What follows belongs to an exercise in optimizing a design on an open flow for small area; a production flow would make more cautious choices. Where RTL was checked, it was by simulation tests only, not by an equivalence proof against the original. The clock port is modelled as an ideal driver, which makes a skipped or thinned clock tree look cheaper than it is; a real chip needs a root buffer or a tree. Power figures rest on the tool's default switching activity, not on a simulated workload.

rev 12:
==> flow/design.v <==
module traffic_light (
	input clk,     
	input rst_n,   
	output [7:0]Row_Scan_Sig,
	output[1:0]Column_Scan_Sig,
	output[1:0]Column_Scan_Sig2,
	output [3:0]ledout
);
localparam [2:0] Q0 = 3'b101;
localparam [2:0] RM0 = 3'b010;
localparam [1:0] T0 = 2'b01;
localparam [3:0] O0 = 4'b0101;
reg [9:0] f;
reg sp;
reg [2:0] qx;
reg rh;
reg [2:0] rmx;
reg ph;           
reg [1:0] tx;
reg [3:0] ox;
wire [2:0] q = qx ^ Q0;
wire [2:0] rm = rmx ^ RM0;
wire [1:0] t = tx ^ T0;      
wire [3:0] o = ox ^ O0;      
wire st = (f == 10'b0001000000);
wire fb = ~(f[9] ^ f[2]) & ~st;
wire k0 = ~sp & q[2] & ~q[1] & q[0];
wire s5 = sp & q[2];
wire adv = st & ~sp & ~q[2] & ~q[1] & q[0];
reg [2:0] nq;
always @(*) begin
	if (sp)
		nq = q[2] ? 3'b100 : q;
	else
		case (q)
			3'b000: nq = 3'b001;
			3'b001: nq = {1'b1, t};
			3'b010: nq = 3'b011;
			3'b100: nq = 3'b010;
			default: nq = 3'b000;
		endcase
end
wire first = ~rm[2] & rm[1] & ~rm[0];
wire r4 = rm[1] & rm[0];
wire r9 = rh & r4;
wire r0 = ~rh & rm[2] & rm[1];
wire t3 = ~t[1] & ~t[0];
wire tz = t[1] & ~t[0];
wire t12 = t[0];
wire rl = r0 & t3;
wire w = t3 & ph;
wire o0 = o[3] & o[2] & o[1];
wire o5 = (~o[3] & o[2]) | (~o[2] & ~o[0]);      
wire ev_o = r9 | rl;
wire ev_t = (r9 & o0) | rl;
wire [3:0] odec;
assign odec[3] = (o[1] & o[0]) | (~w & ~o[1] & ~o[0]);
assign odec[2] = ~o[0] | (o[3] & ~o[2]) | (~o[3] & o[2] & ~o[1]);
assign odec[1] = ~o[2] | (~o[3] & o[0]);
assign odec[0] = ~o[1] | (~o[3] & ~o[2]) | (~tz & o[3] & o[2]);
wire jy = rl & ~ph;
wire [1:0] tdec = {jy | t[0], jy | ~t[1]};
always @(posedge clk or negedge rst_n) begin
	if (~rst_n) begin
		f <= 10'd0;
		sp <= 1'b0;
		qx <= 3'd0;
		rh <= 1'b0;
		rmx <= 3'd0;
		ph <= 1'b0;
		tx <= 2'd0;
		ox <= 4'd0;
	end else begin
		f <= {f[8:7], f[6] & ~st, f[5:0], fb};
		if (st) begin
			sp <= ~sp;
			qx <= nq ^ Q0;
		end
		if (adv) begin
			if (r4)
				rh <= ~rh;
			rmx <= {rm[1:0], ~(rm[2] | rm[1])} ^ RM0;
			ph <= ph ^ rl;
			if (ev_t)
				tx <= tdec ^ T0;
			if (ev_o)
				ox <= odec ^ O0;
		end
	end
end
wire ge5 = ~t3 & (t12 | o5 | rh);
assign ledout[0] = ~ph & ge5 & ~first;   
assign ledout[1] = ph;                   
assign ledout[2] = ph & ge5;             
assign ledout[3] = ~ph & ~first;         
wire [1:0] ts = s5 ? q[1:0] : t;
wire [3:0] tc;              
assign tc[3] = ts[1];
assign tc[2] = ~ts[0];
assign tc[1] = ts[1] | ts[0];
assign tc[0] = ~ts[1] | ts[0];
wire [3:0] d = k0 ? 4'b0111 : sp ? tc : o;
wire [6:0] seg;
assign seg[0] = d[3] & d[0];
assign seg[1] = ~d[3] & ~d[0];
assign seg[2] = ~d[3] & ~d[2] & d[1];
assign seg[3] = d[3] & ~(d[2] & d[1]);
assign seg[4] = ~d[1] | (d[3] & ~d[2]);
assign seg[5] = ~d[2];
assign seg[6] = d[3] & d[1];
assign Row_Scan_Sig = {~k0, seg};
assign Column_Scan_Sig = (sp | k0) ? 2'b10 : 2'b01;
assign Column_Scan_Sig2 = Column_Scan_Sig;
endmodule
Settings: LEC_CHECK=0, CAP_MARGIN=20, CORE_AREA=2.3 2.72 57.6 59.9, DIE_AREA=0 0 59.7 62.0, SLEW_MARGIN=20; clock period 5.0 ns.
standard.sh (not shown) runs the stock make flow with config.mk's settings and CLKGATE_MAP_FILE= SYNTH_SCRIPT=/design/flow/synth_recipe.tcl, a recipe that flattens the netlist after the stock synthesis.
==> flow/flow/run.sh <==
#!/bin/bash
# Own layout flow: the standard flow, with three changes for area.
#  1. After the standard synthesis, its combinational logic is re-mapped with an
#     area-oriented ABC script (flip-flops untouched: same names, same cells).
#     ABC's deepsyn is randomised, so it runs in rounds of four seeds, each round
#     starting from the smallest netlist so far whose flip-flops match the
#     standard synthesis's; the smallest is kept.
#  2. Ports are buffered with buf_1.
#  3. The clock tree is one buf_12 driving every register (cts_one_buffer.tcl,
#     run as ORFS's PRE_CTS_TCL hook in place of TritonCTS).
# Each tool's output goes to a log file of its own in the work folder.
set -euo pipefail
W=$(pwd)
LIB=$FLOW_HOME/platforms/sky130hd/lib/sky130_fd_sc_hd__tt_025C_1v80.lib
R=$W/orfs/results/${FLOW_PLATFORM}/traffic_light/base
YOSYS=$(command -v yosys || echo "$FLOW_HOME/../tools/install/yosys/bin/yosys")

bash standard.sh synth > "$W/log_1_std_synth.txt" 2>&1
cp "$R/1_2_yosys.v" "$W/std_1_2_yosys.v"
grep -E '^\s*sky130_fd_sc_hd__df' "$W/std_1_2_yosys.v" | awk '{print $1, $2}' | sort > "$W/ff_std.txt"

# Three rounds of four ABC runs (four seeds) each; every round starts from the
# smallest netlist so far, whose flip-flops must be exactly the standard synthesis's.
cur="$W/std_1_2_yosys.v"
best=""
best_area=""
for round in 1 2 3; do
  for S in 1 2 3 4; do
    N=r${round}s$S
    sed -e "s#@SEED@#$round$S#" flow/remap.abc > "$W/remap_$N.abc"
    sed -e "s#@LIB@#$LIB#g" -e "s#@IN@#$cur#" -e "s#@OUT@#$W/remap_$N.v#" \
        -e "s#@TOP@#$FLOW_TOP#" -e "s#@ABC@#$W/remap_$N.abc#" flow/remap.ys > "$W/remap_$N.ys"
    ( "$YOSYS" -s "$W/remap_$N.ys" > "$W/log_2_remap_$N.txt" 2>&1 || true ) &
  done
  wait
  for S in 1 2 3 4; do
    N=r${round}s$S
    [[ -s "$W/remap_$N.v" ]] || continue
    grep -E '^\s*sky130_fd_sc_hd__df' "$W/remap_$N.v" | awk '{print $1, $2}' | sort > "$W/ff_remap_$N.txt"
    [[ -s "$W/ff_std.txt" ]] && cmp -s "$W/ff_std.txt" "$W/ff_remap_$N.txt" || continue
    a=$(grep 'Chip area' "$W/log_2_remap_$N.txt" | tail -1 | awk '{print $NF}')
    [[ -n "$a" ]] || continue
    if [[ -z "$best" ]] || awk -v a="$a" -v b="$best_area" 'BEGIN { exit !(a < b) }'; then
      best=$N
      best_area=$a
    fi
  done
  [[ -n "$best" ]] && cur="$W/remap_$best.v"
done

if [[ -n "$best" ]]; then
  echo "using the re-mapped netlist $best (area $best_area)" > "$W/log_3_choice.txt"
  cp "$W/remap_$best.v" "$R/1_2_yosys.v"
  touch "$R/1_2_yosys.v"
  bash standard.sh synth > "$W/log_4_synth_odb.txt" 2>&1
else
  echo "re-map failed or changed the flip-flops: using the standard netlist" > "$W/log_3_choice.txt"
fi

bash standard.sh finish \
  "BUFFER_PORTS_ARGS=-buffer_cell sky130_fd_sc_hd__buf_1" \
  "PRE_CTS_TCL=$W/flow/cts_one_buffer.tcl" \
  > "$W/log_5_layout.txt" 2>&1
Other scripts of this flow, unchanged in this note and not shown: flow/flow/cts_one_buffer.tcl, flow/flow/remap.abc, flow/flow/remap.ys
For rev 13, these inputs were changed with respect to rev 12:
==> flow/design.v <==
module traffic_light (
	input clk,     
	input rst_n,   
	output [7:0]Row_Scan_Sig,
	output[1:0]Column_Scan_Sig,
	output[1:0]Column_Scan_Sig2,
	output [3:0]ledout
);
localparam [2:0] Q0 = 3'b101;
localparam [2:0] RM0 = 3'b010;
localparam [1:0] T0 = 2'd2;
localparam [3:0] O0 = 4'b1100;
reg [9:0] f;
reg sp;
reg [2:0] qx;
reg rh;
reg [2:0] rmx;
reg ph;           
reg [1:0] tx;
reg [3:0] ox;
wire [2:0] q = qx ^ Q0;
wire [2:0] rm = rmx ^ RM0;
wire [1:0] t = tx ^ T0;      
wire [3:0] o = ox ^ O0;      
wire st = (f == 10'b0001000000);
wire fb = ~(f[9] ^ f[2]) & ~st;
wire k0 = ~sp & q[2] & ~q[1] & q[0];
wire s5 = sp & q[2];
wire adv = st & ~sp & ~q[2] & ~q[1] & q[0];
reg [2:0] nq;
always @(*) begin
	if (sp)
		nq = q[2] ? 3'b100 : q;
	else
		case (q)
			3'b000: nq = 3'b001;
			3'b001: nq = {1'b1, t};
			3'b010: nq = 3'b011;
			3'b100: nq = 3'b010;
			default: nq = 3'b000;
		endcase
end
wire first = ~rm[2] & rm[1] & ~rm[0];
wire r4 = rm[1] & rm[0];
wire r9 = rh & r4;
wire r0 = ~rh & rm[2] & rm[1];
wire t3 = t[1] & t[0];
wire rl = r0 & t3;
wire tz = (t == 2'd0);
wire w = t3 & ph;
wire o0 = ~o[3] & ~o[2];
wire o5 = o[3];             
wire ev_o = r9 | rl;
wire ev_t = (r9 & o0) | rl;
wire [3:0] odec;
assign odec[3] = ~((~o[3] & o[2]) | (~w & ~o[2] & ~o[1]));
assign odec[2] = ~o[1] | ~o[0] | (~tz & ~o[3] & ~o[2]);
assign odec[1] = (o[2] & o[0]) | (~w & ~o[2] & ~o[1]);
assign odec[0] = o[2] & ~(o[1] & ~o[0]);
wire [1:0] tdec = (rl & ~ph) ? 2'd1 : {t[1] ^ ~t[0], ~t[0]};
always @(posedge clk or negedge rst_n) begin
	if (~rst_n) begin
		f <= 10'd0;
		sp <= 1'b0;
		qx <= 3'd0;
		rh <= 1'b0;
		rmx <= 3'd0;
		ph <= 1'b0;
		tx <= 2'd0;
		ox <= 4'd0;
	end else begin
		f <= {f[8:7], f[6] & ~st, f[5:0], fb};
		if (st) begin
			sp <= ~sp;
			qx <= nq ^ Q0;
		end
		if (adv) begin
			if (r4)
				rh <= ~rh;
			rmx <= {rm[1:0], ~(rm[2] | rm[1])} ^ RM0;
			ph <= ph ^ rl;
			if (ev_t)
				tx <= tdec ^ T0;
			if (ev_o)
				ox <= odec ^ O0;
		end
	end
end
wire ge5 = ~t3 & (t[1] | t[0] | o5 | rh);
assign ledout[0] = ~ph & ge5 & ~first;   
assign ledout[1] = ph;                   
assign ledout[2] = ph & ge5;             
assign ledout[3] = ~ph & ~first;         
wire [1:0] ts = s5 ? q[1:0] : t;
wire [3:0] tc;              
assign tc[3] = ts[1] & ts[0];
assign tc[2] = ts[1] | ts[0];
assign tc[1] = ~ts[1];
assign tc[0] = ~(ts[1] & ts[0]);
wire [3:0] d = k0 ? 4'b1101 : sp ? tc : o;
wire [6:0] seg;
assign seg[0] = ~d[3] & d[2] & d[1];
assign seg[1] = d[3] & ~d[2];
assign seg[2] = ~d[3] & ~d[1] & d[0];
assign seg[3] = d[2] & d[1];
assign seg[4] = ~d[0] | (d[2] & d[1]);
assign seg[5] = (~d[3] & ~d[1]) | (d[2] & d[1] & d[0]);
assign seg[6] = d[1] & d[0] & ~(d[3] & ~d[2]);
assign Row_Scan_Sig = {~k0, seg};
assign Column_Scan_Sig = (sp | k0) ? 2'b10 : 2'b01;
assign Column_Scan_Sig2 = Column_Scan_Sig;
endmodule
==> summary.txt <==
Taking rev 12 as the reference, in rev 13 routed wire length dropped about 5%; wire length of the first global-routing pass dropped 140 µm.
Re number of filler cells placed in the layout: rev 12 was higher than rev 13.
As of rev 13, combinational power had fallen by a few percent compared to rev 12.
Comparing final critical-path required period for rev 13 and rev 12, the smaller number came from rev 13.
In summary, rev 13 completed successfully, with a layout that passed the timing, design-rule and antenna checks.
Rev 12 was larger in final cell area than rev 13.
No functional check of the RTL was part of rev 12. In every run of this note, the design's own scripts or RTL, not TritonCTS, make the clock network.

-- re-timing with driven ports --
The results above use ideal ports. As a check the final layouts listed here were re-extracted and re-timed, cells and wires unchanged. Step 1 sets driving cells, clkbuf_16 on the clock port and buf_2 on the other inputs (assumed; they add their load-dependent delay and slew). Step 2, shift: input delay + t, output delay - t, t = (earliest + latest rising clock arrival at the registers) / 2. This alone moves slack from input paths to output paths. a / b / c = ideal ports / drivers / drivers and shift; a / b = the first two.
| run | t (ns) | setup slack, ns | worst hold slack (ns) | worst register clock-pin slew, ns | cell pins on the clock port's net |
|---|---|---|---|---|---|
| rev 12 | 0.161 | 1.083 / 1.083 / 1.083 | 0.374 / 0.374 / 0.374 | 0.09 / 0.09 | 1 |
| rev 13 | 0.157 | 1.185 / 1.185 / 1.185 | 0.371 / 0.371 / 0.371 | 0.09 / 0.09 | 1 |
After both steps setup and hold are still met in every run listed.
